This design comes from an exercise in tuning for small area, a short achievable clock period and few clock cycles on the open sky130 flow, not from production work.
Where RTL was checked, it was by simulation tests only, not by an equivalence proof against the original.

==> module SME, before the edit <==
module SME(
  input clk,
  input reset,
  input [7:0] chardata,
  input isstring,
  input ispattern,
  output valid,
  output match,
  output [4:0] match_index
  );
  reg         s_prev, p_prev;  
  reg [255:0] str;             
  reg [4:0]   lm1;             
  reg [4:0]   base;            
  reg [31:0]  m;
  reg         valid_r, match_r;
  reg [4:0]   idx_r;
  wire [31:0] m_n;
  genvar q;
  generate
    for (q = 0; q < 32; q = q + 1) begin : g_slot
      wire in_str = (q <= lm1);
      wire eq = (str[8*q +: 8] == chardata);
      if (q == 31)
        assign m_n[q] = eq & ~p_prev & in_str;
      else
        assign m_n[q] = eq & (p_prev ? m[q+1] : in_str);
    end
  endgenerate
  reg [4:0] top;
  integer i;
  always @(*) begin
    top = 5'd0;
    for (i = 0; i < 32; i = i + 1)
      if (m[i]) top = i;
  end
  wire any = |m;
  always @(posedge clk) begin
    if (reset) begin
      s_prev <= 1'b0;
      p_prev <= 1'b0;
      valid_r <= 1'b0;
    end else begin
      s_prev <= isstring;
      p_prev <= ispattern;
      valid_r <= p_prev & ~ispattern;
    end
    if (isstring) begin
      str <= {str[247:0], chardata};
      lm1 <= s_prev ? lm1 + 5'd1 : 5'd0;
    end
    if (ispattern)
      base <= p_prev ? base - 5'd1 : lm1;
    m <= m_n;
    match_r <= any;
    idx_r <= any ? base - top : 5'd0;
  end
  assign valid = valid_r;
  assign match = match_r;
  assign match_index = idx_r;
endmodule
clock: 8.0 ns
lec_check: 0
cap_margin: 20
core_margin: 2
core_utilization: 40
cts_buf_list: sky130_fd_sc_hd__clkbuf_4
setup_slack_margin: 5
slew_margin: 20
run.sh (not shown) runs the stock make flow with config.mk's settings and CLKGATE_MAP_FILE= SYNTH_SCRIPT=/design/flow/synth_recipe.tcl, a recipe that flattens the netlist after the stock synthesis.
Testbench counts at the start, summed over its fixed seeds: cycles 4,687.
==> next run, changes <==
==> flow/design.v (replaced) <==
module SME(
  input clk,
  input reset,
  input [7:0] chardata,
  input isstring,
  input ispattern,
  output valid,
  output match,
  output [4:0] match_index
  );
  reg         s_prev, p_prev;  
  reg [255:0] ring;            
  reg [4:0]   z;               
  reg [4:0]   lo;              
  reg [4:0]   hi;              
  reg [31:0]  m;
  reg         valid_r, match_r;
  reg [4:0]   idx_r;
  wire [255:0] next_ring = {ring[247:0], isstring ? chardata : ring[255:248]};
  wire [31:0] m_n;
  wire [31:0] cand_a;
  genvar q;
  generate
    for (q = 0; q < 32; q = q + 1) begin : g_slot
      wire eq = (next_ring[8*q +: 8] == chardata);
      assign m_n[q] = eq & (~p_prev | m[q]);
      assign cand_a[q] = m[q] & (q <= hi);
    end
  endgenerate
  reg [4:0] top_a, top_all;
  integer i;
  always @(*) begin
    top_a = 5'd0;
    top_all = 5'd0;
    for (i = 0; i < 32; i = i + 1) begin
      if (cand_a[i]) top_a = i;
      if (m[i]) top_all = i;
    end
  end
  wire any_a = |cand_a;
  wire wrap = (lo > hi);
  wire hit_a = any_a & (wrap | (top_a >= lo));
  wire hit_b = ~any_a & (|m) & wrap & (top_all >= lo);
  wire any = hit_a | hit_b;
  wire [4:0] top = any_a ? top_a : top_all;
  wire s_first = isstring & ~s_prev;
  wire [4:0] z_n = s_first ? 5'd0 : z + 5'd1;
  always @(posedge clk) begin
    if (reset) begin
      s_prev <= 1'b0;
      p_prev <= 1'b0;
      valid_r <= 1'b0;
    end else begin
      s_prev <= isstring;
      p_prev <= ispattern;
      valid_r <= p_prev & ~ispattern;
    end
    ring <= next_ring;
    z <= z_n;
    if (s_first) lo <= 5'd0;
    else if (!isstring) lo <= lo + 5'd1;
    if (ispattern & ~p_prev) hi <= z_n;
    m <= m_n;
    match_r <= any;
    idx_r <= any ? hi - top : 5'd0;
  end
  assign valid = valid_r;
  assign match = match_r;
  assign match_index = idx_r;
endmodule
Count of clock-buffer cells in the layout drops by 28.
Synthesized cell count climbs by 16%.
Non-clock buffer count increases by 29.
Clock skew climbs by 0.013 ns.
Worst hold slack loses 0.12 ns.
No functional check of the RTL was part of the second run of this note.

[afterwards: timing with drivers on the ports]
The results above use ideal ports. As a check the final layouts listed here were re-extracted and re-timed, cells and wires unchanged. Step 1: set_driving_cell puts a clkbuf_16 on clk and a buf_2 on each other input, an assumption about the parent block. Step 2, shift: input delay + t, output delay - t, t = (earliest + latest rising clock arrival at the registers) / 2. This alone moves slack from input paths to output paths. Three values: ideal, step 1, step 2; two values: the first two.
run	t, ns	slack for setup (ns)	worst setup path after step 2	clock arrival spread, ns	worst data-port slew with drivers (ns)
the first run	0.730	5.143 / 5.101 / 4.554	input to register	0.046 / 0.047	0.05
the second run	0.696	4.258 / 4.258 / 4.258	register to register	0.056 / 0.055	0.05
After both steps every run listed still meets setup and hold. For the first run, which loses most, drivers alone change the setup slack by -0.042 ns; drivers and shift together by -0.589 ns.
